From an optimization exercise on the open Yosys and OpenROAD flow, aimed at a short achievable clock period and few clock cycles; shortcuts taken in it are not production practice.
Function was checked by simulation only, so behaviour that the tests miss may differ from the original.
Power and IR drop assume default switching activity.

**design/flow/flow/run.sh**
```bash
#!/bin/bash
set -euo pipefail
bash standard.sh SETUP_SLACK_MARGIN=7.0 finish > standard_flow.log 2>&1
```
**design/flow/standard.sh**
```bash
#!/bin/bash
# synth_recipe.tcl (not shown) runs the flow's synth.tcl, then flattens the netlist and writes it again
# the make line also repeats each setting of config.mk as NAME=value (left out here)
make -C /OpenROAD-flow-scripts/flow DESIGN_CONFIG=/design/flow/config.mk WORK_HOME=/design/flow/orfs CLKGATE_MAP_FILE= SYNTH_SCRIPT=/design/flow/synth_recipe.tcl "${@:-finish}"
```
**design/flow/config.mk**
```make
export PLATFORM = sky130hd
export DESIGN_NAME = in_order_cpu
export DESIGN_NICKNAME = in_order_cpu
export VERILOG_FILES = /design/flow/design.v
export SDC_FILE = /design/flow/constraint.sdc
export NUM_CORES = 4
export LEC_CHECK = 0
export ABC_CLOCK_PERIOD_IN_PS = 3500
export CAP_MARGIN = 20
export CORE_MARGIN = 2
export CORE_UTILIZATION = 45
export SLEW_MARGIN = 20
```
**design/flow/constraint.sdc**
```tcl
create_clock -name core_clock -period 10.5 [get_ports {clk}]
set_input_delay 2.1000 -clock core_clock [delete_from_list [all_inputs] [get_ports {clk}]]
set_output_delay 2.1000 -clock core_clock [all_outputs]
set_load 0.01 [all_outputs]
```
**design/flow/design.v**
```verilog
module in_order_cpu(
    input clk, rst,
    output spart_wrt_en,
    output [31:0] spart_wrt_add,
    output [31:0] spart_wrt_data,
    output [9:0] imem_addr,
    input [31:0] imem_data,
    output dmem_ren,
    input [31:0] dmem_rdata
);
localparam A_ADD = 0, A_SUB = 1, A_AND = 2, A_OR = 3, A_XOR = 4, A_SLL = 5, A_SRL = 6, A_SRA = 7;
reg [31:0] pc;
reg        d_valid;
reg [31:0] d_instr;
reg [31:0] d_pc;
reg [31:0] d_pc1;
reg        d_pjr;      
reg [31:0] d_ptgt;
reg        e_valid;
reg [31:0] e_a, e_b, e_sd;
reg [7:0]  e_op;
reg [4:0]  e_sh;
reg [4:0]  e_dst;
reg        e_regw, e_lw, e_sw, e_br, e_jr;    
reg [2:0]  e_cond;
reg [31:0] e_pc1;
reg        e_pjr, e_link;
reg [31:0] e_ptgt;
reg [31:0] mr_addr, mr_data;
reg        mr_wen, mr_ren;
reg [31:0] m_res;
reg [4:0]  m_dst;
reg        m_regw, m_lw;
reg [31:0] w_res;
reg [4:0]  w_dst;
reg        w_regw;
reg [31:0] rf [0:31];
reg        ra_v;
reg [31:0] ra_val;
assign imem_addr = pc[9:0];
wire [31:0] pc_inc = pc + 32'd1;
wire [5:0] f_op = imem_data[31:26];
wire f_br  = (f_op >= 6'h13) && (f_op <= 6'h19);
wire f_j   = (f_op == 6'h1a) || (f_op == 6'h1b);
wire f_ret = (f_op == 6'h1d) && (imem_data[25:21] == 5'd31) && ra_v;
wire [31:0] f_brt = pc_inc + {{16{imem_data[15]}}, imem_data[15:0]};
wire [31:0] f_next = f_br  ? f_brt :
                     f_j   ? {pc_inc[31:26], imem_data[25:0]} :
                     f_ret ? ra_val : pc_inc;
wire [5:0] op  = d_instr[31:26];
wire [4:0] rs  = d_instr[25:21];
wire [4:0] rt  = d_instr[20:16];
wire [4:0] rd  = d_instr[15:11];
wire [15:0] imm = d_instr[15:0];
wire op_add  = op == 6'h01;
wire op_addi = op == 6'h02;
wire op_sub  = op == 6'h03;
wire op_lui  = op == 6'h04;
wire op_mov  = op == 6'h05;
wire op_sll  = op == 6'h06;
wire op_sra  = op == 6'h07;
wire op_srl  = op == 6'h08;
wire op_and  = op == 6'h09;
wire op_andi = op == 6'h0a;
wire op_not  = op == 6'h0b;
wire op_or   = op == 6'h0c;
wire op_ori  = op == 6'h0d;
wire op_xor  = op == 6'h0e;
wire op_xori = op == 6'h0f;
wire op_lw   = op == 6'h11;
wire op_sw   = op == 6'h12;
wire op_b    = op == 6'h13;
wire op_bc   = (op >= 6'h14) && (op <= 6'h19);    
wire op_j    = op == 6'h1a;
wire op_jal  = op == 6'h1b;
wire op_jalr = op == 6'h1c;
wire op_jr   = op == 6'h1d;
wire op_ldc  = (op == 6'h22) || (op == 6'h23);
wire is_br   = op_b || op_bc;
wire is_ctrl = is_br || op_j || op_jal;        
wire link    = op_jal || op_jalr;
wire wr_rd   = op_add || op_sub || op_sll || op_sra || op_srl || op_and || op_or || op_xor;
wire wr_rt   = op_addi || op_lui || op_mov || op_andi || op_not || op_ori || op_xori || op_lw || op_ldc;
wire regw    = wr_rd || wr_rt || link;
wire [4:0] dst = link ? 5'd31 : (wr_rd ? rd : rt);
wire use_rs = op_add || op_addi || op_sub || op_mov || op_sll || op_sra || op_srl || op_and ||
              op_andi || op_not || op_or || op_ori || op_xor || op_xori || op_lw || op_sw ||
              op_bc || op_jalr || op_jr;
wire use_rt = op_add || op_sub || op_and || op_or || op_xor || op_sw || op_bc;
wire e_fw = e_valid && e_regw;
wire dep_e = e_valid && e_lw && ((use_rs && rs == e_dst) || (use_rt && rt == e_dst));
wire agu_haz = op_lw && ((e_fw && rs == e_dst) || (m_lw && rs == m_dst));
wire sw_early = op_sw && !(e_fw && (rs == e_dst || rt == e_dst)) && !(m_lw && rs == m_dst);
wire mem_busy = (op_lw || sw_early) && e_valid && e_sw;
wire stall = d_valid && (dep_e || agu_haz || mem_busy);
wire [31:0] alu_res;
wire [31:0] m_val = m_lw ? dmem_rdata : m_res;
function [31:0] fwd;
    input [4:0] r;
    input [31:0] rfv, ev, mv, wv;
    input e_hit_en, m_hit_en, w_hit_en;
    input [4:0] ed, md, wd;
    begin
        if (e_hit_en && ed == r)      fwd = ev;
        else if (m_hit_en && md == r) fwd = mv;
        else if (w_hit_en && wd == r) fwd = wv;
        else                          fwd = rfv;
    end
endfunction
wire [31:0] rs_val = fwd(rs, rf[rs], alu_res, m_val, w_res, e_fw, m_regw, w_regw, e_dst, m_dst, w_dst);
wire [31:0] rt_val = fwd(rt, rf[rt], alu_res, m_val, w_res, e_fw, m_regw, w_regw, e_dst, m_dst, w_dst);
wire [31:0] base_val = fwd(rs, rf[rs], 32'd0, m_res, w_res, 1'b0, m_regw, w_regw, e_dst, m_dst, w_dst);
wire [31:0] ag_addr = base_val + {{16{imm[15]}}, imm};
wire [31:0] sd_early = fwd(rt, rf[rt], 32'd0, m_val, w_res, 1'b0, m_regw, w_regw, e_dst, m_dst, w_dst);
wire ld_go = d_valid && op_lw && !stall;
wire st_go = d_valid && sw_early && !stall && !redir_e;
wire [31:0] sext = {{16{imm[15]}}, imm};
wire [31:0] zext = {16'h0000, imm};
wire a_zero = op_lui || op_ldc || link;
wire [31:0] a_next = a_zero ? 32'd0 : rs_val;
wire [31:0] b_next = (op_addi || op_lw || op_sw)          ? sext :
                     (op_andi || op_ori || op_xori)       ? zext :
                     op_lui                               ? {imm, 16'h0000} :
                     op_not                               ? 32'hffffffff :
                     link                                 ? d_pc1 :
                     (op_mov || op_ldc)                   ? 32'd0 :
                     rt_val;
wire [7:0] op_next;
assign op_next[A_ADD] = op_add || op_addi || op_lw || op_sw;
assign op_next[A_SUB] = op_sub;
assign op_next[A_AND] = op_and || op_andi;
assign op_next[A_OR]  = op_or || op_ori || op_lui || op_mov || op_ldc || link;
assign op_next[A_XOR] = op_xor || op_xori || op_not;
assign op_next[A_SLL] = op_sll;
assign op_next[A_SRL] = op_srl;
assign op_next[A_SRA] = op_sra;
wire [31:0] sum  = e_a + e_b;
wire [31:0] diff = e_a - e_b;
wire [31:0] sll_r = e_a << e_sh;
wire [63:0] sr_w  = {{32{e_op[A_SRA] & e_a[31]}}, e_a} >> e_sh;
wire [31:0] sr_r  = sr_w[31:0];
assign alu_res = ({32{e_op[A_ADD]}} & sum) |
                 ({32{e_op[A_SUB]}} & diff) |
                 ({32{e_op[A_AND]}} & (e_a & e_b)) |
                 ({32{e_op[A_OR]}}  & (e_a | e_b)) |
                 ({32{e_op[A_XOR]}} & (e_a ^ e_b)) |
                 ({32{e_op[A_SLL]}} & sll_r) |
                 ({32{e_op[A_SRL] | e_op[A_SRA]}} & sr_r);
wire br_z = (e_a == e_b);
wire br_n = diff[31];
reg br_taken;
always @(*) begin
    case (e_cond)
        3'd0: br_taken = 1'b1;             
        3'd1: br_taken = br_z;             
        3'd2: br_taken = !br_z && !br_n;   
        3'd3: br_taken = !br_n;            
        3'd4: br_taken = br_z || br_n;     
        3'd5: br_taken = br_n;             
        3'd6: br_taken = !br_z;            
        default: br_taken = 1'b1;
    endcase
end
wire jr_ok = e_pjr && (e_ptgt == e_sd);
wire redir_e = e_valid && ((e_br && !br_taken) || (e_jr && !jr_ok));
wire [31:0] e_tgt = e_jr ? e_sd : e_pc1;    
always @(posedge clk or posedge rst) begin
    if (rst) begin
        pc <= 32'd0;
        d_valid <= 1'b0;
        d_instr <= 32'd0;
        d_pc <= 32'd0;
        d_pc1 <= 32'd0;
        d_pjr <= 1'b0;
        d_ptgt <= 32'd0;
    end else if (redir_e) begin
        pc <= e_tgt;
        d_valid <= 1'b0;
    end else if (stall) begin
    end else begin
        pc <= f_next;
        d_valid <= 1'b1;
        d_instr <= imem_data;
        d_pc <= pc;
        d_pc1 <= pc_inc;
        d_pjr <= f_ret;
        d_ptgt <= ra_val;
    end
end
always @(posedge clk or posedge rst) begin
    if (rst) begin
        ra_v <= 1'b0;
        ra_val <= 32'd0;
    end else if (e_valid && e_link) begin
        ra_v <= 1'b1;
        ra_val <= e_pc1;
    end
end
always @(posedge clk or posedge rst) begin
    if (rst) begin
        e_valid <= 1'b0;
        e_regw <= 1'b0; e_lw <= 1'b0; e_sw <= 1'b0; e_br <= 1'b0; e_jr <= 1'b0;
        e_a <= 32'd0; e_b <= 32'd0; e_sd <= 32'd0;
        e_op <= 8'd0; e_sh <= 5'd0; e_dst <= 5'd0; e_cond <= 3'd0; e_pc1 <= 32'd0;
        e_pjr <= 1'b0; e_link <= 1'b0; e_ptgt <= 32'd0;
    end else begin
        e_valid <= d_valid && !stall && !redir_e;
        e_regw <= regw;
        e_lw <= op_lw;
        e_sw <= op_sw && !sw_early;
        e_br <= is_br;
        e_jr <= op_jr || op_jalr;
        e_a <= a_next;
        e_b <= b_next;
        e_sd <= (op_jr || op_jalr) ? rs_val : rt_val;
        e_op <= op_next;
        e_sh <= d_instr[10:6];
        e_dst <= dst;
        e_cond <= op - 6'h13;
        e_pc1 <= d_pc1;
        e_pjr <= d_pjr;
        e_link <= link;
        e_ptgt <= d_ptgt;
    end
end
wire e_st = e_valid && e_sw;
always @(posedge clk or posedge rst) begin
    if (rst) begin
        mr_addr <= 32'd0; mr_data <= 32'd0; mr_wen <= 1'b0; mr_ren <= 1'b0;
    end else begin
        mr_wen <= e_st || st_go;
        mr_ren <= !e_st && ld_go;
        mr_addr <= e_st ? alu_res : ag_addr;
        mr_data <= e_st ? e_sd : sd_early;
    end
end
always @(posedge clk or posedge rst) begin
    if (rst) begin
        m_res <= 32'd0; m_dst <= 5'd0; m_regw <= 1'b0; m_lw <= 1'b0;
        w_res <= 32'd0; w_dst <= 5'd0; w_regw <= 1'b0;
    end else begin
        m_res <= alu_res;
        m_dst <= e_dst;
        m_regw <= e_valid && e_regw;
        m_lw <= e_valid && e_lw;
        w_res <= m_val;
        w_dst <= m_dst;
        w_regw <= m_regw;
    end
end
always @(posedge clk) begin
    if (w_regw)
        rf[w_dst] <= w_res;
end
assign spart_wrt_en = mr_wen;
assign spart_wrt_add = mr_addr;
assign spart_wrt_data = mr_data;
assign dmem_ren = mr_ren;
endmodule
```
==> flow_summary_export.csv, run 1 <==
group,metric,value,unit
routing,top_layer,"met5",
floorplanning,die_w,427,um
floorplanning,die-area,0.182,mm2
clock_tree,cts-htree-levels,4,
placement,postPlaceCellArea,0.0853,mm2
clock_tree,cts_made_buffers,165,
outcome,status,"complete, no violations",
synthesis,synthFlopType,"edfxtp_1",
synthesis,synth_top_area_share,38.2,%
timing,setup_tns,0,ns
clock_tree,cts_sinks,1519,
power_and_ir_drop,p_comb_share,52.3,%
critical_path,cp.arrival,5.70,ns
routing,drtIter0Drc,8384,
final_layout,fin_area,0.101,mm2
power_and_ir_drop,clkPwrFrac,18.6,%
power_and_ir_drop,power_density,316,mW/mm2
floorplanning,fp-row-count,155,
final_layout,layout.nets,6325,
timing,rsz0062_at_grt,"yes",
critical_path,path_common_cell,"buf_12",
job,maxCapViolCount,0,
grt,antenna_found_initial,12,
synthesis,synth_top_cells_by_count,"1024 x edfxtp_1, 704 x mux4_2, 495 x dfrtp_1",
synthesis,syn_avg_cell_area,14.4,um2
routing,wl_per_cell,36.7,um
routing,vias,58400,
synthesis,synth.net_count,5816,
grt,track_usage,34.0,%
routing,met2_length,146,mm
timing,slew_violations,0,
clock_tree,clk_latency,0.84,ns
final_layout,fin_cells,8592,
critical_path,start_kind,"register",
power_and_ir_drop,leakagePower,36.6,nW
power_and_ir_drop,seqPwrFrac,29.1,%
timing,skew,0.0556,ns
synthesis,ys_top_cells_by_area,"edfxtp_1 38%, mux4_2 20%, dfrtp_1 15%",
power_and_ir_drop,swShare,41.5,%
grt,first_global_vias,56800,
floorplanning,initial_core_util,45.2,%
placement,gp_routability_congestion,0.986,
synthesis,yosys.cell_count.top_type,"edfxtp_1",
timing,setup_viol,0,
routing,drt_pass1_iterations,9,
floorplanning,core,0.178,mm2
critical_path,criticalPathCategory,"register to register",
clock_tree,clockRootBuffer,"clkbuf_16",
power_and_ir_drop,ir_drop,211,uV
clock_tree,clk_path_buf_depth,3,
final_layout,area.growth.synth_to_final,25.2,%
clock_tree,cts_tree,"built",
critical_path,path_cells,"buf_12 -> buf_16 -> buf_12 -> buf_12 -> mux4_2 -> mux4_2 -> mux2i_4 -> a211oi_2 -> a21o_1 -> ha_4 -> a21o_1 -> a21oi_2 -> o21ai_2 -> a221o_1 -> a41oi_4 -> o21ai_4 -> a221oi_4 -> nor2_1 -> a41oi_1 -> nand3_1",
routing,routed_wirelength,315,mm
synthesis,syn_inst,5583,
synthesis,ys_seq_area_share,53.5,%
min_path,hold_class,"register to register",
critical_path,crit_required,11.17,ns
power_and_ir_drop,intPower,0.0186,W
routing,met1_length,113,mm
synthesis,ys_ff_latch,1519,
timing,hold_viol,0,
grt,grt_overflow,0,
timing,fin_crit,5.02,ns
timing,fin_crit_sh,47.9,%
grt,grt_pass1_wl,436,mm
routing,dr_wl_met3,30.6,mm
synthesis,synth_edf_count,1024,
power_and_ir_drop,switchingPower,0.0132,W
routing,drtAntennaViolNets,0,
final_layout,fill_cells,13900,
synthesis,async_reset_ff_share,32.6,%
synthesis,syn-cell-area,0.0806,mm2
critical_path,critPathMaxStageDelay,0.52,ns
timing,relSlewSlack,20.2,%
critical_path,cp-end-kind,"register",
final_layout,drive_gt1_share,41.6,%
grt,grt_start_max_net_pins,151,
synthesis,synth_cell_types,87,
placement,portBuffers,141,
synthesis,yosys_warnings,1,
timing,tightest_slew,1.20,ns
critical_path,crit_slowest_cell,"mux4_2",
floorplanning,die_h,427,um
routing,drc_errors,0,
routing,avgViaCountPerCell,6.80,
placement,dp.cells,7815,
synthesis,synth_top_area_cell,"edfxtp_1",
floorplanning,io_pins,142,
clock_tree,clk_pin_slew,0.06,ns
critical_path,crit_path_max_fanout,7,
placement,post-dp-hpwl,189,mm
timing,max_freq,199,MHz
worst max-delay path: cells and delay by family, from the launching register on:
kind | cells | cell delay (ns)
mux | 3 | 1.31
fa+ha+maj | 1 | 0.26
simple gates | 2 | 0.18
compound gates | 10 | 2.07
flops | 1 | 0.43
buf+inv | 4 | 0.61
cell usage in the layout (no fill, tap or decap), types with 73 or more instances in the layout:
master / instances
edfxtp_1: 1024
inv_1: 135
mux4_2: 704
mux2_2: 138
o21ai_0: 122
a21oi_1: 208
a21oi_2: 73
dfrtp_2: 87
buf_6: 89
nand2_1: 193
nor2_1: 382
buf_4: 360
clkbuf_16: 180
xnor2_1: 90
dfrtp_1: 396
mux2i_1: 102
ha_1: 87
final timing paths:
| check | slack, ns | from | end | cells past startpoint |
|---|---|---|---|---|
| max | 5.48 | d_instr[21]$_DFFE_PP0P_ | mr_addr[29]$_DFF_PP0_ | 20 |
| max in group asynchronous | 7.12 | rst | w_res[11]$_DFF_PP0_ | 4 |
| max reg2reg | 5.48 | d_instr[21]$_DFFE_PP0P_ | mr_addr[29]$_DFF_PP0_ | 20 |
| min | 0.37 | d_ptgt[12]$_DFFE_PP0P_ | e_ptgt[12]$_DFF_PP0_ | 0 |
| min in group asynchronous | 1.85 | rst | d_ptgt[11]$_DFFE_PP0P_ | 3 |
| min reg2reg | 0.37 | d_ptgt[12]$_DFFE_PP0P_ | e_ptgt[12]$_DFF_PP0_ | 0 |
layout make-up:
class	instances	area, um2	area share [%]
Sequential cell	1519	43300	42.9
Multi-Input combinational cell	3497	39800	39.4
Timing Repair Buffer	738	8670	8.60
Clock buffer	210	4450	4.41
Tap cell	2355	2950	2.92
Clock inverter	96	1040	1.03
Inverter	171	679	0.674
Antenna cell	6	15.0	0.0149
registers in the layout, summed over array words and instances, names as in the netlist, 3 cells and up:
name / count
e_b: 32
ra_val: 32
d_instr: 32
e_pc1: 32
e_a: 32
e_sd: 32
e_op: 8
pc: 32
rf: 1024
mr_addr: 32
w_res: 32
d_pc1: 32
mr_data: 32
e_dst: 5
e_sh: 5
e_cond: 3
w_dst: 5
d_ptgt: 32
e_ptgt: 32
m_dst: 5
m_res: 32
timing repair:
item,in CTS,in global routing
pin swaps,159,142
gates resized for setup,1155,320
cloned,65,16
setup endpoints to repair,397,438
hold buffers,0,0
buffers inserted,252,132
per-stage QoR:
stage               worst slack [ns]  total power [W]  util, %  hold WS, ns
floorplan                       1.69           0.0165        -        0.349
global placement                4.00           0.0211     47.8        0.353
detailed placement              3.99           0.0212     47.9        0.357
CTS                             5.57           0.0300     54.9        0.370
global route                    5.35           0.0329     56.6        0.384
finish                          5.48           0.0319     56.6        0.366
power groups by stage:
| stage | combinational (W) | sequential (W) | clock (W) |
|---|---|---|---|
| after CTS | 0.0149 | 0.00920 | 0.00597 |
| after global placement | 0.0117 | 0.00944 | 0 |
| after floorplan | 0.00787 | 0.00865 | 0 |
| final | 0.0167 | 0.00927 | 0.00592 |
| after global routing | 0.0173 | 0.00933 | 0.00622 |
| after detailed placement | 0.0117 | 0.00949 | 0 |
metal layers:
metal  vias to the layer above  global-route usage, %
met5                         -                      0
met4                         2                   22.1
met3                       926                   6.83
met2                      3770                   53.3
met1                     30400                   43.3
li1                      23300                      -
cells by family after synthesis:
family / synth area share (%)
flip-flops: 53.5
AO/OA/AOI/OAI: 9.29
multiplexers: 24.4
AND/OR/NAND/NOR: 5.50
buffers and inverters: 2.85
adder cells (fa/ha/maj): 2.65
XOR/XNOR: 1.74
Testbench counts, summed over its fixed seeds: cycles 112,264.
==> run 2, diff against run 1 <==
--- a/design/flow/design.v
+++ b/design/flow/design.v
@@ -14,4 +14,4 @@
 reg [31:0] d_instr;
-reg [31:0] d_pc;
 reg [31:0] d_pc1;
+reg [31:0] d_rs_oh, d_rt_oh;    
 reg        d_pjr;      
@@ -109,7 +109,17 @@
 endfunction
-wire [31:0] rs_val = fwd(rs, rf[rs], alu_res, m_val, w_res, e_fw, m_regw, w_regw, e_dst, m_dst, w_dst);
-wire [31:0] rt_val = fwd(rt, rf[rt], alu_res, m_val, w_res, e_fw, m_regw, w_regw, e_dst, m_dst, w_dst);
-wire [31:0] base_val = fwd(rs, rf[rs], 32'd0, m_res, w_res, 1'b0, m_regw, w_regw, e_dst, m_dst, w_dst);
+reg [31:0] rf_rs, rf_rt;
+integer ri;
+always @(*) begin
+    rf_rs = 32'd0;
+    rf_rt = 32'd0;
+    for (ri = 0; ri < 32; ri = ri + 1) begin
+        rf_rs = rf_rs | ({32{d_rs_oh[ri]}} & rf[ri]);
+        rf_rt = rf_rt | ({32{d_rt_oh[ri]}} & rf[ri]);
+    end
+end
+wire [31:0] rs_val = fwd(rs, rf_rs, alu_res, m_val, w_res, e_fw, m_regw, w_regw, e_dst, m_dst, w_dst);
+wire [31:0] rt_val = fwd(rt, rf_rt, alu_res, m_val, w_res, e_fw, m_regw, w_regw, e_dst, m_dst, w_dst);
+wire [31:0] base_val = fwd(rs, rf_rs, 32'd0, m_res, w_res, 1'b0, m_regw, w_regw, e_dst, m_dst, w_dst);
 wire [31:0] ag_addr = base_val + {{16{imm[15]}}, imm};
-wire [31:0] sd_early = fwd(rt, rf[rt], 32'd0, m_val, w_res, 1'b0, m_regw, w_regw, e_dst, m_dst, w_dst);
+wire [31:0] sd_early = fwd(rt, rf_rt, 32'd0, m_val, w_res, 1'b0, m_regw, w_regw, e_dst, m_dst, w_dst);
 wire ld_go = d_valid && op_lw && !stall;
@@ -170,7 +180,2 @@
         d_valid <= 1'b0;
-        d_instr <= 32'd0;
-        d_pc <= 32'd0;
-        d_pc1 <= 32'd0;
-        d_pjr <= 1'b0;
-        d_ptgt <= 32'd0;
     end else if (redir_e) begin
@@ -178,8 +183,12 @@
         d_valid <= 1'b0;
-    end else if (stall) begin
-    end else begin
+    end else if (!stall) begin
         pc <= f_next;
         d_valid <= 1'b1;
+    end
+end
+always @(posedge clk) begin
+    if (!redir_e && !stall) begin
         d_instr <= imem_data;
-        d_pc <= pc;
+        d_rs_oh <= 32'd1 << imem_data[25:21];
+        d_rt_oh <= 32'd1 << imem_data[20:16];
         d_pc1 <= pc_inc;
@@ -190,41 +199,40 @@
 always @(posedge clk or posedge rst) begin
+    if (rst)
+        ra_v <= 1'b0;
+    else if (e_valid && e_link)
+        ra_v <= 1'b1;
+end
+always @(posedge clk) begin
+    if (e_valid && e_link)
+        ra_val <= e_pc1;
+end
+always @(posedge clk or posedge rst) begin
+    if (rst)
+        e_valid <= 1'b0;
+    else
+        e_valid <= d_valid && !stall && !redir_e;
+end
+always @(posedge clk) begin
+    e_regw <= regw;
+    e_lw <= op_lw;
+    e_sw <= op_sw && !sw_early;
+    e_br <= is_br;
+    e_jr <= op_jr || op_jalr;
+    e_a <= a_next;
+    e_b <= b_next;
+    e_sd <= (op_jr || op_jalr) ? rs_val : rt_val;
+    e_op <= op_next;
+    e_sh <= d_instr[10:6];
+    e_dst <= dst;
+    e_cond <= op - 6'h13;
+    e_pc1 <= d_pc1;
+    e_pjr <= d_pjr;
+    e_link <= link;
+    e_ptgt <= d_ptgt;
+end
+wire e_st = e_valid && e_sw;
+always @(posedge clk or posedge rst) begin
     if (rst) begin
-        ra_v <= 1'b0;
-        ra_val <= 32'd0;
-    end else if (e_valid && e_link) begin
-        ra_v <= 1'b1;
-        ra_val <= e_pc1;
-    end
-end
-always @(posedge clk or posedge rst) begin
-    if (rst) begin
-        e_valid <= 1'b0;
-        e_regw <= 1'b0; e_lw <= 1'b0; e_sw <= 1'b0; e_br <= 1'b0; e_jr <= 1'b0;
-        e_a <= 32'd0; e_b <= 32'd0; e_sd <= 32'd0;
-        e_op <= 8'd0; e_sh <= 5'd0; e_dst <= 5'd0; e_cond <= 3'd0; e_pc1 <= 32'd0;
-        e_pjr <= 1'b0; e_link <= 1'b0; e_ptgt <= 32'd0;
-    end else begin
-        e_valid <= d_valid && !stall && !redir_e;
-        e_regw <= regw;
-        e_lw <= op_lw;
-        e_sw <= op_sw && !sw_early;
-        e_br <= is_br;
-        e_jr <= op_jr || op_jalr;
-        e_a <= a_next;
-        e_b <= b_next;
-        e_sd <= (op_jr || op_jalr) ? rs_val : rt_val;
-        e_op <= op_next;
-        e_sh <= d_instr[10:6];
-        e_dst <= dst;
-        e_cond <= op - 6'h13;
-        e_pc1 <= d_pc1;
-        e_pjr <= d_pjr;
-        e_link <= link;
-        e_ptgt <= d_ptgt;
-    end
-end
-wire e_st = e_valid && e_sw;
-always @(posedge clk or posedge rst) begin
-    if (rst) begin
-        mr_addr <= 32'd0; mr_data <= 32'd0; mr_wen <= 1'b0; mr_ren <= 1'b0;
+        mr_wen <= 1'b0;
+        mr_ren <= 1'b0;
     end else begin
@@ -232,5 +240,7 @@
         mr_ren <= !e_st && ld_go;
-        mr_addr <= e_st ? alu_res : ag_addr;
-        mr_data <= e_st ? e_sd : sd_early;
-    end
+    end
+end
+always @(posedge clk) begin
+    mr_addr <= e_st ? alu_res : ag_addr;
+    mr_data <= e_st ? e_sd : sd_early;
 end
@@ -238,13 +248,15 @@
     if (rst) begin
-        m_res <= 32'd0; m_dst <= 5'd0; m_regw <= 1'b0; m_lw <= 1'b0;
-        w_res <= 32'd0; w_dst <= 5'd0; w_regw <= 1'b0;
+        m_regw <= 1'b0; m_lw <= 1'b0;
+        w_regw <= 1'b0;
     end else begin
-        m_res <= alu_res;
-        m_dst <= e_dst;
         m_regw <= e_valid && e_regw;
         m_lw <= e_valid && e_lw;
-        w_res <= m_val;
-        w_dst <= m_dst;
         w_regw <= m_regw;
     end
+end
+always @(posedge clk) begin
+    m_res <= alu_res;
+    m_dst <= e_dst;
+    w_res <= m_val;
+    w_dst <= m_dst;
 end
==> run 2 against run 1 <==
Still clean. Non-clock buffer count down 10. Synthesized area down 7.1%. Register-to-register slack better by 0.06 ns. Clock-buffer cell count down 8. Cell count up 6.1%. Fmax up 1.3%. Utilization about the same. Design area down 7.4%. First-iteration DRC count up 88%. Sequential share of layout area up 4.5 points. Worst setup slack better by 0.063 ns. Synthesized cell count up 13%. Critical endpoint is now mr_addr[27]$_DFF_P_.
==> flow_summary_export.csv, run 2 <==
group,metric,value,unit
outcome,status,"complete, no violations",
clock_tree,holdBufCountCts,0,
final_layout,area.growth.synth_to_final,24.8,%
synthesis,ys_seq_area_share,58.9,%
synthesis,ys_top_cells_by_area,"edfxtp_1 49%, dfxtp_1 8.7%, a22oi_1 7.8%",
timing,fin_crit_sh,47.3,%
routing,drtAntennaViolNets,0,
grt,grt_busiest_layer,"met1",
synthesis,async_reset_ff_share,2.53,%
synthesis,synth_top_area_cell,"edfxtp_1",
placement,gp_routability_congestion,0.994,
clock_tree,cts_tree,"built",
floorplanning,die_w,412,um
synthesis,synthFlopType,"edfxtp_1",
clock_tree,cts_sinks,1583,
final_layout,largest_reg_flops,1024,
min_path,min_from,"d_ptgt[13]$_DFFE_PP_",
grt,grt_pass1_wl,503,mm
timing,tightest_slew,1.21,ns
power_and_ir_drop,ir_drop,185,uV
timing,hold_viol,0,
critical_path,cp-end-kind,"register",
final_layout,final_cell_mix,"1217 x edfxtp_1, 773 x a22oi_1, 399 x buf_4, 383 x nor2_1, 332 x nand2_1",
synthesis,synth_top_area_share,48.8,%
timing,setup_tns,0,ns
critical_path,crit_path_max_fanout,5,
synthesis,yosys_warnings,1,
critical_path,critPathMaxStageDelay,0.58,ns
synthesis,synth.net_count,6535,
synthesis,syn_avg_cell_area,11.9,um2
grt,met1_usage,58.2,%
grt,antenna_found_initial,19,
job,maxCapViolCount,0,
final_layout,top_register,"rf",
min_path,hold_class,"register to register",
clock_tree,clk_latency,0.86,ns
grt,met2_usage,56.1,%
clock_tree,cts_made_buffers,164,
critical_path,start_kind,"register",
synthesis,synth_edf_count,1217,
clock_tree,clk_pin_slew,0.07,ns
synthesis,ys_ff_latch,1583,
floorplanning,die-area,0.170,mm2
timing,setup_slack,5.54,ns
final_layout,final_common_cell,"edfxtp_1",
synthesis,syn_inst,6302,
synthesis,yosys.cell_count.top_type,"edfxtp_1",
critical_path,crit_required,11.13,ns
routing,drc_errors,0,
grt,grt_start_max_net_pins,94,
placement,post-dp-hpwl,218,mm
grt,track_usage,42.8,%
timing,slew_violations,0,
critical_path,r2r-start,"d_rs_oh[0]$_SDFFCE_PP0P_",
grt,first_global_vias,62100,
floorplanning,fp-row-count,149,
clock_tree,cts-htree-levels,4,
clock_tree,clk_path_buf_depth,3,
final_layout,drive_gt1_share,25.2,%
placement,portBuffers,141,
timing,max_freq,202,MHz
routing,drt_pass1_iterations,11,
routing,drtIter0Drc,15700,
timing,rsz0062_at_grt,"yes",
final_layout,layout.nets,7006,
critical_path,startpoint,"d_rs_oh[0]$_SDFFCE_PP0P_",
critical_path,criticalPathCategory,"register to register",
critical_path,crit_slowest_cell,"nor4_4",
synthesis,synth_top_cells_by_count,"1217 x edfxtp_1, 779 x a22oi_1, 437 x nor2_1",
timing,fin_crit,4.96,ns
routing,avgViaCountPerCell,7.49,
floorplanning,core,0.165,mm2
routing,vias,68300,
grt,use_met3,19.2,%
timing,setup_viol,0,
critical_path,path_cells,"buf_6 -> buf_6 -> a22o_1 -> a221oi_2 -> nand3_1 -> nor4_4 -> nand2_1 -> o211ai_1 -> nand2_2 -> ha_4 -> buf_4 -> a311o_1 -> a22oi_2 -> o21ai_4 -> o21ai_2 -> a21boi_2 -> buf_4 -> or2_4 -> a41oi_2 -> xor2_1 -> a21oi_2",
synthesis,syn-cell-area,0.0749,mm2
timing,skew,0.0611,ns
floorplanning,die_h,412,um
floorplanning,initial_core_util,45.3,%
grt,grt_overflow,0,
routing,wl_per_cell,41.5,um
timing,relSlewSlack,19.5,%
routing,routed_wirelength,378,mm
floorplanning,io_pins,142,
placement,place_ws,4.29,ns
power_and_ir_drop,leakagePower,32.7,nW
critical_path,cp.arrival,5.59,ns
power_and_ir_drop,power_density,332,mW/mm2
synthesis,synth_cell_types,92,
clock_tree,clockRootBuffer,"clkbuf_16",
[run 2: changes by cell type after synthesis, sizes merged, moves of 131 or more]
| cell | before | now |
|---|---|---|
| a22oi | 7 | 779 |
| edfxtp | 1024 | 1217 |
| dfxtp | 0 | 326 |
| a22o | 0 | 135 |
| a221oi | 30 | 163 |
| mux4 | 704 | 55 |
| nand2 | 205 | 353 |
| nand3 | 64 | 195 |
| dfrtp | 495 | 40 |
[run 2: final cells by class]
| cell class | count | area (um2) |
|---|---|---|
| Antenna cell | 16 | 40.0 |
| Fill cell | 13600 | 71700 |
| Inverter | 156 | 613 |
| Clock buffer | 202 | 4390 |
| Sequential cell | 1583 | 44300 |
| Timing Repair Buffer | 728 | 7420 |
| Tap cell | 2189 | 2740 |
| Multi-Input combinational cell | 4140 | 32500 |
| Clock inverter | 104 | 1420 |
[run 2: metal layers]
layer  wire length, um  share of wire [%]  up-vias
met2            146000                 38     7351
met4             28000                7.4       12
li1                  -                  -    26000
met3             68600                 18     1752
met1            136000                 36    33200
met5               335              0.089        -
[run 2: worst max-delay path: cells and delay by family, from the launching register on]
kind / cells / cell delay [ns]
AOI/OAI and AO/OA: 10 / 1.92
xor gates and xnor gates: 1 / 0.23
adders and majority gates: 1 / 0.29
buffers and inverters: 4 / 0.60
DFF: 1 / 0.39
and+or+nand+nor: 5 / 1.29
[run 2: final timing paths]
path	slack, ns	endpoint	cells after the start
max in group asynchronous	8.20	pc[1]$_DFFE_PP0P_	3
min	0.34	e_ptgt[13]$_DFF_P_	0
max reg2reg	5.54	mr_addr[27]$_DFF_P_	21
max	5.54	mr_addr[27]$_DFF_P_	21
min reg2reg	0.34	e_ptgt[13]$_DFF_P_	0
min in group asynchronous	1.75	pc[6]$_DFFE_PP0P_	3
[run 2: cell families after synthesis]
family	Yosys count	share of synthesized area, %
adder cells (fa/ha/maj)	167	2.83
XOR/XNOR	145	1.70
AO/OA/AOI/OAI	2102	20.1
buffers and inverters	588	3.09
flip-flops	1583	58.9
multiplexers	209	3.82
AND/OR/NAND/NOR	1508	9.62
[run 2: power by group]
group	internal (W)	switching, W	total (W)
Clock	0.00363	0.00270	0.00633
Sequential	0.00831	0.00137	0.00968
Combinational	0.00574	0.00928	0.0150
[run 2: what timing repair did]
action / in CTS / in global routing
buffers inserted: 212 / 127
pin swaps: 180 / 173
cloned: 23 / 22
gates resized for setup: 973 / 346
endpoints found under the setup margin: 447 / 357
[run 2: metrics by stage]
stage                     power, W  cell area [um2]  std cells  utilization, %  hold slack, ns
after CTS                   0.0288            90300       8953            54.7           0.342
after floorplan             0.0155            75600       6302               -           0.323
final                       0.0310            93400       9118            56.6           0.341
after global placement      0.0206            79700       8412            48.3           0.324
after detailed placement    0.0206            79800       8412            48.3           0.327
after global routing        0.0316            93400       9105            56.5           0.346
Testbench counts of run 2, summed over its fixed seeds: cycles 112,264.
==> run 3, diff against run 2 <==
--- a/design/flow/design.v
+++ b/design/flow/design.v
@@ -1 +1,47 @@
+module ks_add #(parameter W = 32) (
+    input  [W-1:0] a, b,
+    input          cin,
+    output [W-1:0] s,
+    output         cout
+);
+localparam N = W + 1;               
+localparam L = (N <= 2) ? 1 : (N <= 4) ? 2 : (N <= 8) ? 3 : (N <= 16) ? 4 : (N <= 32) ? 5 : (N <= 64) ? 6 : 7;
+genvar l, i;
+generate
+    for (l = 0; l <= L; l = l + 1) begin : lv
+        wire [N-1:0] g, p;
+        if (l == 0) begin : first
+            assign g = {a & b, cin};
+            assign p = {a ^ b, 1'b0};
+        end else begin : next
+            for (i = 0; i < N; i = i + 1) begin : bt
+                if (i >= (1 << (l-1))) begin : cmb
+                    assign g[i] = lv[l-1].g[i] | (lv[l-1].p[i] & lv[l-1].g[i-(1<<(l-1))]);
+                    assign p[i] = lv[l-1].p[i] & lv[l-1].p[i-(1<<(l-1))];
+                end else begin : pas
+                    assign g[i] = lv[l-1].g[i];
+                    assign p[i] = lv[l-1].p[i];
+                end
+            end
+        end
+    end
+endgenerate
+assign s = (a ^ b) ^ lv[L].g[W-1:0];
+assign cout = lv[L].g[W];
+endmodule
+module add_sext16 (
+    input  [31:0] a,
+    input  [15:0] imm,
+    input         cin,
+    output [31:0] s
+);
+wire [15:0] lo;
+wire        c;
+wire [15:0] hi_p1, hi_m1;
+ks_add #(16) i_lo (.a(a[15:0]), .b(imm), .cin(cin), .s(lo), .cout(c));
+ks_add #(16) i_p1 (.a(a[31:16]), .b(16'h0000), .cin(1'b1), .s(hi_p1), .cout());
+ks_add #(16) i_m1 (.a(a[31:16]), .b(16'hffff), .cin(1'b0), .s(hi_m1), .cout());
+assign s[15:0] = lo;
+assign s[31:16] = (c == imm[15]) ? a[31:16] : (c ? hi_p1 : hi_m1);
+endmodule
 module in_order_cpu(
@@ -16,2 +62,4 @@
 reg [31:0] d_rs_oh, d_rt_oh;    
+reg        d_pt;       
+reg [31:0] d_brt;      
 reg        d_pjr;      
@@ -25,3 +73,5 @@
 reg [2:0]  e_cond;
-reg [31:0] e_pc1;
+reg [31:0] e_alt;      
+reg        e_pt, e_sdm;    
+reg        e_brv, e_jrv;   
 reg        e_pjr, e_link;
@@ -40,3 +90,4 @@
 assign imem_addr = pc[9:0];
-wire [31:0] pc_inc = pc + 32'd1;
+wire [31:0] pc_inc;
+ks_add #(32) i_pc_inc (.a(pc), .b(32'd0), .cin(1'b1), .s(pc_inc), .cout());
 wire [5:0] f_op = imem_data[31:26];
@@ -45,4 +96,8 @@
 wire f_ret = (f_op == 6'h1d) && (imem_data[25:21] == 5'd31) && ra_v;
-wire [31:0] f_brt = pc_inc + {{16{imem_data[15]}}, imem_data[15:0]};
-wire [31:0] f_next = f_br  ? f_brt :
+wire [31:0] f_brt;       
+add_sext16 i_f_brt (.a(pc), .imm(imem_data[15:0]), .cin(1'b1), .s(f_brt));
+wire f_same = imem_data[25:21] == imem_data[20:16];
+wire f_pt  = f_br && !(f_same && (f_op == 6'h15 || f_op == 6'h18 || f_op == 6'h19)) &&
+             !(!f_same && f_op == 6'h14 && !imem_data[15]);
+wire [31:0] f_next = f_pt  ? f_brt :
                      f_j   ? {pc_inc[31:26], imem_data[25:0]} :
@@ -90,3 +145,3 @@
 wire e_fw = e_valid && e_regw;
-wire dep_e = e_valid && e_lw && ((use_rs && rs == e_dst) || (use_rt && rt == e_dst));
+wire dep_e = e_valid && e_lw && ((use_rs && rs == e_dst) || (use_rt && !op_sw && rt == e_dst));
 wire agu_haz = op_lw && ((e_fw && rs == e_dst) || (m_lw && rs == m_dst));
@@ -122,3 +177,4 @@
 wire [31:0] base_val = fwd(rs, rf_rs, 32'd0, m_res, w_res, 1'b0, m_regw, w_regw, e_dst, m_dst, w_dst);
-wire [31:0] ag_addr = base_val + {{16{imm[15]}}, imm};
+wire [31:0] ag_addr;
+add_sext16 i_ag (.a(base_val), .imm(imm), .cin(1'b0), .s(ag_addr));
 wire [31:0] sd_early = fwd(rt, rf_rt, 32'd0, m_val, w_res, 1'b0, m_regw, w_regw, e_dst, m_dst, w_dst);
@@ -126,2 +182,3 @@
 wire st_go = d_valid && sw_early && !stall && !redir_e;
+wire jr_d = d_valid && (op_jr || op_jalr) && !d_pjr && !stall;
 wire [31:0] sext = {{16{imm[15]}}, imm};
@@ -146,4 +203,5 @@
 assign op_next[A_SRA] = op_sra;
-wire [31:0] sum  = e_a + e_b;
-wire [31:0] diff = e_a - e_b;
+wire [31:0] sum, diff;
+ks_add #(32) i_sum (.a(e_a), .b(e_b), .cin(1'b0), .s(sum), .cout());
+ks_add #(32) i_diff (.a(e_a), .b(~e_b), .cin(1'b1), .s(diff), .cout());
 wire [31:0] sll_r = e_a << e_sh;
@@ -174,4 +232,4 @@
 wire jr_ok = e_pjr && (e_ptgt == e_sd);
-wire redir_e = e_valid && ((e_br && !br_taken) || (e_jr && !jr_ok));
-wire [31:0] e_tgt = e_jr ? e_sd : e_pc1;    
+wire redir_e = (e_brv && (br_taken != e_pt)) || (e_jrv && !jr_ok);
+wire [31:0] e_tgt = e_jr ? e_sd : e_alt;    
 always @(posedge clk or posedge rst) begin
@@ -183,2 +241,5 @@
         d_valid <= 1'b0;
+    end else if (jr_d) begin
+        pc <= rs_val;
+        d_valid <= 1'b0;
     end else if (!stall) begin
@@ -189,3 +250,3 @@
 always @(posedge clk) begin
-    if (!redir_e && !stall) begin
+    if (!stall) begin
         d_instr <= imem_data;
@@ -194,2 +255,4 @@
         d_pc1 <= pc_inc;
+        d_pt <= f_pt;
+        d_brt <= f_brt;
         d_pjr <= f_ret;
@@ -206,9 +269,14 @@
     if (e_valid && e_link)
-        ra_val <= e_pc1;
+        ra_val <= e_b;    
 end
 always @(posedge clk or posedge rst) begin
-    if (rst)
+    if (rst) begin
         e_valid <= 1'b0;
-    else
+        e_brv <= 1'b0;
+        e_jrv <= 1'b0;
+    end else begin
         e_valid <= d_valid && !stall && !redir_e;
+        e_brv <= d_valid && !stall && !redir_e && is_br;
+        e_jrv <= d_valid && !stall && !redir_e && (op_jr || op_jalr) && d_pjr;
+    end
 end
@@ -219,3 +287,3 @@
     e_br <= is_br;
-    e_jr <= op_jr || op_jalr;
+    e_jr <= (op_jr || op_jalr) && d_pjr;
     e_a <= a_next;
@@ -227,3 +295,5 @@
     e_cond <= op - 6'h13;
-    e_pc1 <= d_pc1;
+    e_alt <= d_pt ? d_pc1 : d_brt;
+    e_pt <= d_pt;
+    e_sdm <= op_sw && e_valid && e_lw && rt == e_dst;
     e_pjr <= d_pjr;
@@ -244,3 +314,3 @@
     mr_addr <= e_st ? alu_res : ag_addr;
-    mr_data <= e_st ? e_sd : sd_early;
+    mr_data <= e_st ? (e_sdm ? m_val : e_sd) : sd_early;
 end
==> design/flow/flow/run.sh (replaced) <==
#!/bin/bash
# The standard layout (standard.sh), with two changes:
#  * synthesis: the standard flow's synthesis script, but abc maps the logic with a
#    delay-driven script (flow/abc_fast.script) and the adders are left to abc
#    (ADDER_MAP_FILE empty); registers are mapped exactly as in the standard
#    synthesis;
#  * timing repair aims below the design's period (SETUP_SLACK_MARGIN).
# The constraints (constraint.sdc) are the design's, unchanged.
set -euo pipefail
export FAST_ABC_SCRIPT="$PWD/flow/abc_fast.script"
bash standard.sh SYNTH_SCRIPT="$PWD/flow/synth.tcl" ADDER_MAP_FILE= SETUP_SLACK_MARGIN=7.0 finish > standard_flow.log 2>&1
==> design/flow/flow/abc_fast.script (new file) <==
strash
dch
map -D 500
buffer
upsize -D 500
dnsize -D 500
==> design/flow/flow/synth.tcl (new file) <==
# The standard flow's synthesis script (synth_recipe.tcl) with one change: abc maps the
# logic with abc_fast.script (delay-driven map) instead of ORFS's speed script.
# Registers are mapped before abc, as in the standard synthesis.
proc synth {args} { yosys synth -nofsm -noshare {*}$args }
proc abc {args} {
  set i [lsearch -exact $args -script]
  if { $i >= 0 } { lset args [expr { $i + 1 }] $::env(FAST_ABC_SCRIPT) }
  yosys abc {*}$args
}
source $::env(SCRIPTS_DIR)/synth.tcl
# left out here: clear keep_hierarchy, flatten, clean up, hide names made inside functions, write 1_2_yosys.v
==> run 3 against run 2 <==
Global-route usage increased by 5.8 points. Largest power group is now registers. Critical path depth decreased by 2. Combinational power decreased by 64%. Clock-buffer cell count increased by 28. Highest routed layer unchanged. Critical path type unchanged. Register-to-register slack improved by 0.84 ns. Synthesized cell count increased by 30%. Clock skew increased by 0.030 ns.
==> flow_summary_export.csv, run 3 <==
group,metric,value,unit
timing,relSlewSlack,13.0,%
outcome,status,"complete, no violations",
final_layout,largest_reg_flops,1024,
synthesis,synth_top_area_share,47.5,%
floorplanning,die-area,0.179,mm2
timing,slew_violations,0,
floorplanning,fp-row-count,153,
clock_tree,clk_latency,0.90,ns
final_layout,drive_gt1_share,19.5,%
floorplanning,initial_core_util,45.3,%
final_layout,fill_cells,15400,
synthesis,async_reset_ff_share,2.59,%
placement,gp_routability_congestion,1.04,
timing,setup_tns,0,ns
floorplanning,die_w,423,um
critical_path,start_kind,"register",
timing,rsz0062_at_grt,"yes",
synthesis,synth_top_area_cell,"edfxtp_1",
final_layout,layout.nets,8728,
synthesis,syn-cell-area,0.0790,mm2
critical_path,cp.arrival,4.82,ns
grt,grt_pass1_wl,600,mm
power_and_ir_drop,ir_drop,219,uV
critical_path,crit_required,11.20,ns
grt,track_usage,48.6,%
synthesis,ys_top_cells_by_area,"edfxtp_1 48%, dfxtp_1 8.3%, nand2_1 7.6%",
timing,fin_crit,4.12,ns
routing,drtIter0Drc,16200,
grt,grt_start_max_net_pins,73,
grt,grt_overflow,0,
synthesis,yosys_warnings,1,
synthesis,synth_top_cells_by_count,"1597 x nand2_1, 1250 x edfxtp_1, 714 x nor2_1",
synthesis,ys_ff_latch,1619,
final_layout,area.growth.synth_to_final,23.4,%
timing,setup_viol,0,
clock_tree,clk_pin_slew,0.06,ns
placement,postPlaceCellArea,0.0839,mm2
clock_tree,clk_path_buf_depth,3,
timing,max_freq,243,MHz
floorplanning,die_h,423,um
final_layout,top_register,"rf",
job,maxCapViolCount,0,
clock_tree,cts_sinks,1619,
power_and_ir_drop,power_density,207,mW/mm2
floorplanning,core,0.174,mm2
synthesis,syn_inst,8201,
critical_path,cp-end-kind,"register",
placement,place_ws,4.33,ns
routing,routed_wirelength,456,mm
timing,hold_viol,0,
synthesis,ys_seq_area_share,57.1,%
critical_path,criticalPathCategory,"register to register",
min_path,hold_class,"register to register",
synthesis,syn_avg_cell_area,9.63,um2
grt,antenna_found_initial,44,
timing,fin_crit_sh,39.2,%
routing,drt_pass1_iterations,21,
final_layout,final_util,56.0,%
synthesis,yosys.cell_count.top_type,"nand2_1",
routing,drc_errors,0,
clock_tree,cts_made_buffers,174,
critical_path,crit_path_max_fanout,13,
timing,tightest_slew,1.30,ns
clock_tree,cts-htree-levels,4,
timing,setup_slack,6.38,ns
final_layout,fin_area,0.0975,mm2
routing,wl_per_cell,40.9,um
synthesis,synth_edf_count,1250,
grt,first_global_vias,73000,
routing,avgViaCountPerCell,7.14,
clock_tree,clockRootBuffer,"clkbuf_16",
final_layout,final_cell_mix,"1513 x nand2_1, 1250 x edfxtp_1, 681 x a22oi_1, 575 x nor2_1, 492 x inv_1",
routing,drtAntennaViolNets,0,
synthesis,synth_cell_types,84,
final_layout,final_common_cell,"nand2_1",
power_and_ir_drop,leakagePower,36.3,nW
timing,skew,0.0914,ns
clock_tree,holdBufCountCts,0,
synthesis,synth.net_count,8267,
placement,portBuffers,141,
synthesis,synthFlopType,"edfxtp_1",
placement,post-dp-hpwl,286,mm
final_layout,fin_cells,11200,
routing,vias,79700,
clock_tree,cts_tree,"built",
floorplanning,io_pins,142,
placement,dp.cells,10500,
run 3: cell count changes after synthesis, moves of 55 or more:
cell / previous run / this run
a221oi_1: 162 / 34
a22o_1: 135 / 40
a22oi_1: 779 / 701
ha_1: 163 / 0
inv_1: 151 / 534
mux2i_1: 93 / 30
mux4_2: 55 / 0
nand2_1: 353 / 1597
nand3_1: 195 / 281
nand4_1: 155 / 405
nor2_1: 437 / 714
o21ai_0: 213 / 577
o22ai_1: 40 / 107
xnor2_1: 90 / 12
run 3: stage by stage:
step	hold slack (ns)	total power, W
finish	0.336	0.0201
global route	0.341	0.0206
CTS	0.337	0.0193
detailed placement	0.327	0.0126
global placement	0.324	0.0126
floorplan	0.323	0.0106
run 3: per-layer routing:
metal	global-route usage [%]	routed length, um	vias up
li1	-	-	31300
met4	42.1	51600	18
met5	0.484	451	-
met3	16.9	65700	2402
met1	57.4	150000	38200
met2	70.5	189000	7727
run 3: final cells by class:
class | instances | area [um2] | area share (%)
antenna | 29 | 72.6 | 0.0745
clock buffer | 230 | 4800 | 4.93
clock inverter | 94 | 980 | 1.01
inverter | 549 | 2220 | 2.28
multi-input combinational | 5604 | 33600 | 34.4
sequential | 1619 | 45300 | 46.4
tap | 2325 | 2910 | 2.98
timing repair buffer | 709 | 7600 | 7.80
timing repair inverter | 5 | 50.0 | 0.0513
run 3: logic make-up (layout without fill, tap and decap cells):
kind of cell	after synthesis	after routing	share of synthesized area, %
xor+xnor	79	79	0.894
other cells	0	29	0
simple gates	3241	3249	17.8
buf+inv	986	1587	4.88
mux	37	37	0.480
flops	1619	1619	57.1
compound gates	2239	2239	18.8
run 3: final timing paths:
check | end | slack (ns) | depth (start not counted) | start
max in group asynchronous | m_lw$_DFF_PP0_ | 8.08 | 3 | rst
hold reg to reg | e_ptgt[21]$_DFF_P_ | 0.34 | 0 | d_ptgt[21]$_DFFE_PN_
hold / removal | e_ptgt[21]$_DFF_P_ | 0.34 | 0 | d_ptgt[21]$_DFFE_PN_
setup / recovery | mr_addr[20]$_DFF_P_ | 6.38 | 19 | d_rs_oh[12]$_SDFFCE_PP0N_
min in group asynchronous | pc[30]$_DFFE_PP0P_ | 1.75 | 3 | rst
setup reg to reg | mr_addr[20]$_DFF_P_ | 6.38 | 19 | d_rs_oh[12]$_SDFFCE_PP0N_
run 3: where the power goes:
| group | total [W] | switching [W] | internal [W] |
|---|---|---|---|
| Sequential | 0.00838 | 0.000717 | 0.00766 |
| Combinational | 0.00544 | 0.00370 | 0.00174 |
| Clock | 0.00633 | 0.00283 | 0.00350 |
| Total | 0.0201 | 0.00724 | 0.0129 |
run 3: repair_timing:
action / 4_1_cts / 5_1_grt
buffers inserted: 168 / 123
gates cloned: 32 / 12
pin swaps: 140 / 195
setup endpoints to repair: 516 / 215
gates resized for setup: 1185 / 469
run 3: worst max-delay path, stage by stage (launching register included):
cell	delay, ns
edfxtp_1	0.39
buf_6	0.21
buf_16	0.23
a22oi_1	0.18
nand2_1	0.08
nor2_1	0.10
nand4_1	0.56
nand2_1	0.27
o211ai_2	0.17
o211ai_2	0.14
nand2_1	0.20
nor2_4	0.17
nand4_1	0.16
buf_12	0.20
buf_6	0.12
o211ai_4	0.27
buf_12	0.18
a22oi_2	0.05
o22ai_1	0.12
nand2_1	0.14
Testbench counts of run 3, summed over its fixed seeds: cycles 110,994.
==> run 4, diff against run 3 <==
--- a/design/flow/design.v
+++ b/design/flow/design.v
@@ -146,4 +146,4 @@
 wire dep_e = e_valid && e_lw && ((use_rs && rs == e_dst) || (use_rt && !op_sw && rt == e_dst));
-wire agu_haz = op_lw && ((e_fw && rs == e_dst) || (m_lw && rs == m_dst));
-wire sw_early = op_sw && !(e_fw && (rs == e_dst || rt == e_dst)) && !(m_lw && rs == m_dst);
+wire agu_haz = op_lw && ((e_fw && rs == e_dst) || (m_regw && rs == m_dst));
+wire sw_early = op_sw && !(e_fw && (rs == e_dst || rt == e_dst)) && !(m_regw && rs == m_dst);
 wire mem_busy = (op_lw || sw_early) && e_valid && e_sw;
@@ -176,3 +176,3 @@
 wire [31:0] rt_val = fwd(rt, rf_rt, alu_res, m_val, w_res, e_fw, m_regw, w_regw, e_dst, m_dst, w_dst);
-wire [31:0] base_val = fwd(rs, rf_rs, 32'd0, m_res, w_res, 1'b0, m_regw, w_regw, e_dst, m_dst, w_dst);
+wire [31:0] base_val = fwd(rs, rf_rs, 32'd0, 32'd0, w_res, 1'b0, 1'b0, w_regw, e_dst, m_dst, w_dst);
 wire [31:0] ag_addr;
==> run 4 against run 3 <==
Fmax is 3.2% higher. Utilization is 0.49 points higher. Largest cell class unchanged. Critical path type unchanged. Via count rose by 1.1%. Flip-flop and latch count is the same. Global-route usage rose by 0.55 points. Hold slack lost 0.020 ns. Critical path depth decreased by 1. First-iteration DRC count is 4.7% higher. Synthesized cell count shrank 0.12%. Sequential share of layout area is 0.22 points lower. Synthesized area fell by 0.49%.
==> flow_summary_export.csv, run 4 <==
group,metric,value,unit
outcome,status,"complete, no violations",
critical_path,r2r-start,"d_rs_oh[22]$_SDFFCE_PN0N_",
critical_path,crit_required,11.21,ns
synthesis,syn_avg_cell_area,9.59,um2
final_layout,regArea,0.0453,mm2
timing,setup_tns,0,ns
synthesis,ys_seq_area_share,57.4,%
placement,portBuffers,141,
routing,drt_pass1_iterations,13,
synthesis,syn_inst,8191,
critical_path,path_cells,"buf_12 -> buf_8 -> a22oi_1 -> nand2_1 -> nor2_1 -> nand4_1 -> o21ai_2 -> nand2_2 -> nand4_1 -> buf_4 -> o21a_2 -> a21oi_4 -> buf_12 -> o21ai_4 -> buf_4 -> a22oi_2 -> o22ai_2 -> nand2_2",
timing,setup_viol,0,
min_path,min_from,"d_ptgt[7]$_DFFE_PN_",
job,maxCapViolCount,0,
synthesis,syn-cell-area,0.0786,mm2
critical_path,cp_num_buf_inv,5,
clock_tree,cts_tree,"built",
timing,skew,0.0646,ns
grt,grt_pass1_wl,604,mm
synthesis,async_reset_ff_share,2.59,%
synthesis,synth.net_count,8257,
critical_path,cp.arrival,4.70,ns
final_layout,top_register,"rf",
routing,wl_per_cell,40.6,um
grt,antenna_found_initial,48,
timing,fin_crit_sh,38.0,%
timing,slew_violations,0,
floorplanning,initial_core_util,45.3,%
timing,relSlewSlack,16.7,%
final_layout,final_cell_mix,"1605 x nand2_1, 1250 x edfxtp_1, 650 x a22oi_1, 584 x nor2_1, 450 x inv_1",
synthesis,yosys_warnings,1,
critical_path,critPathMaxStageDelay,0.44,ns
timing,hold_viol,0,
routing,routed_wirelength,456,mm
critical_path,startpoint,"d_rs_oh[22]$_SDFFCE_PN0N_",
final_layout,final_common_cell,"nand2_1",
final_layout,largest_reg_flops,1024,
grt,grt_overflow,0,
placement,postPlaceCellArea,0.0836,mm2
routing,drtIter0Drc,16900,
synthesis,synth_top_cells_by_count,"1716 x nand2_1, 1250 x edfxtp_1, 717 x nor2_1",
min_path,hold_class,"register to register",
floorplanning,core,0.174,mm2
critical_path,criticalPathCategory,"register to register",
synthesis,ys_top_cells_by_area,"edfxtp_1 48%, dfxtp_1 8.3%, nand2_1 8.2%",
floorplanning,fp-row-count,153,
timing,tightest_slew,1.25,ns
synthesis,synthFlopType,"edfxtp_1",
timing,max_freq,251,MHz
synthesis,ys_ff_latch,1619,
grt,track_usage,49.2,%
routing,vias,80500,
clock_tree,holdBufCountCts,0,
floorplanning,io_pins,142,
critical_path,crit_slowest_cell,"edfxtp_1",
clock_tree,cts_made_buffers,172,
power_and_ir_drop,leakagePower,36.5,nW
clock_tree,cts-htree-levels,4,
placement,gp_routability_congestion,1.08,
final_layout,area.growth.synth_to_final,24.7,%
critical_path,cpLargestDelayFamily,"compound AO/OA/AOI/OAI gates",
power_and_ir_drop,ir_drop,172,uV
final_layout,fin_area,0.0980,mm2
clock_tree,clockRootBuffer,"clkbuf_16",
grt,grt_start_max_net_pins,82,
routing,drc_errors,0,
clock_tree,cts_sinks,1619,
critical_path,cp-end-kind,"register",
routing,drtAntennaViolNets,0,
routing,avgViaCountPerCell,7.18,
clock_tree,clk_path_buf_depth,3,
synthesis,synth_top_area_share,47.8,%
timing,fin_crit,3.99,ns
power_and_ir_drop,power_density,206,mW/mm2
final_layout,drive_gt1_share,20.7,%
floorplanning,die-area,0.178,mm2
synthesis,synth_edf_count,1250,
synthesis,synth_cell_types,78,
placement,post-dp-hpwl,281,mm
critical_path,crit_path_max_fanout,12,
final_layout,fill_cells,15100,
clock_tree,clk_latency,0.88,ns
synthesis,yosys.cell_count.top_type,"nand2_1",
synthesis,synth_top_area_cell,"edfxtp_1",
timing,rsz0062_at_grt,"yes",
floorplanning,die_w,422,um
grt,first_global_vias,73400,
final_layout,layout.nets,8774,
floorplanning,die_h,422,um
critical_path,start_kind,"register",
clock_tree,clk_pin_slew,0.06,ns
final_layout,multi_input_comb_area,0.0340,mm2
run 4: path summary, 6_finish.rpt:
kind / cells past startpoint / slack, ns / endpoint
setup reg to reg: 18 / 6.51 / mr_addr[19]$_DFF_P_
hold / removal: 0 / 0.32 / e_ptgt[7]$_DFF_P_
min in group asynchronous: 3 / 1.83 / pc[1]$_DFFE_PP0P_
max in group asynchronous: 3 / 8.00 / m_lw$_DFF_PP0_
hold reg to reg: 0 / 0.32 / e_ptgt[7]$_DFF_P_
setup / recovery: 18 / 6.51 / mr_addr[19]$_DFF_P_
run 4: kinds of logic after synthesis:
| kind of cell | share of synthesized area (%) |
|---|---|
| and+or+nand+nor | 18.2 |
| buffers and inverters | 4.57 |
| AOI/OAI and AO/OA | 18.2 |
| muxes | 0.833 |
| DFF | 57.4 |
| xor gates and xnor gates | 0.809 |
run 4: cell type report:
| cell class | instances | share of cell area [%] |
|---|---|---|
| clock inverter | 99 | 1.01 |
| multi-input combinational | 5661 | 34.7 |
| antenna | 29 | 0.0740 |
| sequential | 1619 | 46.2 |
| inverter | 496 | 2.07 |
| timing repair buffer | 754 | 8.06 |
| clock buffer | 222 | 4.85 |
| timing repair inverter | 4 | 0.0613 |
| tap | 2325 | 2.97 |
run 4: through the flow:
stage | util [%] | hold slack, ns | std cells | setup slack (ns) | total power, W
CTS | 55.1 | 0.316 | 11100 | 6.83 | 0.0194
floorplan | - | 0.323 | 8191 | 6.55 | 0.0105
detailed placement | 48.1 | 0.327 | 10500 | 3.68 | 0.0127
global route | 56.4 | 0.316 | 11200 | 6.61 | 0.0205
finish | 56.4 | 0.315 | 11200 | 6.51 | 0.0201
global placement | 48.1 | 0.324 | 10500 | 3.63 | 0.0127
run 4: report_power, final:
group	total [W]	internal, W	switching, W
clock network	0.00629	0.00350	0.00279
registers	0.00828	0.00765	0.000631
logic	0.00558	0.00169	0.00389
total	0.0201	0.0128	0.00731
run 4: routing by layer:
layer | global-route usage (%) | wire length (um) | up-vias
li1 | - | - | 31300
met1 | 57.8 | 147000 | 38100
met2 | 69.7 | 183000 | 8340
met3 | 19.2 | 70800 | 2694
met4 | 43.2 | 53800 | 42
met5 | 0 | 457 | -
run 4: worst register-to-register path: cells and delay by family, from the launching register on:
kind / cells / cell delay [ns]
compound gates: 7 / 1.37
buf+inv: 5 / 0.87
flops: 1 / 0.44
simple gates: 6 / 1.13
run 4: timing repair:
action                      CTS  global route
pin swaps                   180           182
setup buffers               256            92
setup endpoints to repair   488           214
gates cloned                 38             9
gates resized for setup    1272           461
Testbench counts of run 4, summed over its fixed seeds: cycles 111,201.

## static timing again, ports no longer ideal
Ports are ideal in the flow. The routed layouts listed here were re-timed in OpenROAD.
Step 1 assumes that a clkbuf_16 drives the clock port and a buf_2 every other input.
Step 2 adds t to the input delays and takes it off the output delays; t is the mean of the earliest and latest rising clock arrival at the registers after step 1. Input paths then give back, and output paths get back, about the clock's delay inside the block.
Slacks: ideal ports / drivers / drivers and shift; pairs: ideal ports / drivers.
| run | t (ns) | setup WS [ns] | worst setup path at the end | worst register clock-pin slew, ns | worst slew at a driven data input, ns |
|---|---|---|---|---|---|
| run 1 | 0.905 | 5.476 / 5.476 / 5.476 | register to register | 0.07 / 0.07 | 0.05 |
| run 2 | 0.910 | 5.538 / 5.538 / 5.430 | input to register | 0.07 / 0.07 | 0.09 |
| run 3 | 0.958 | 6.382 / 6.382 / 5.901 | input to register | 0.07 / 0.07 | 0.21 |
| run 4 | 0.959 | 6.511 / 6.511 / 5.718 | input to register | 0.07 / 0.07 | 0.17 |
After both steps setup and hold are still met in every run listed. The setup slack of run 4, which loses most, moves by 0.000 ns with the drivers and by -0.793 ns with both steps.
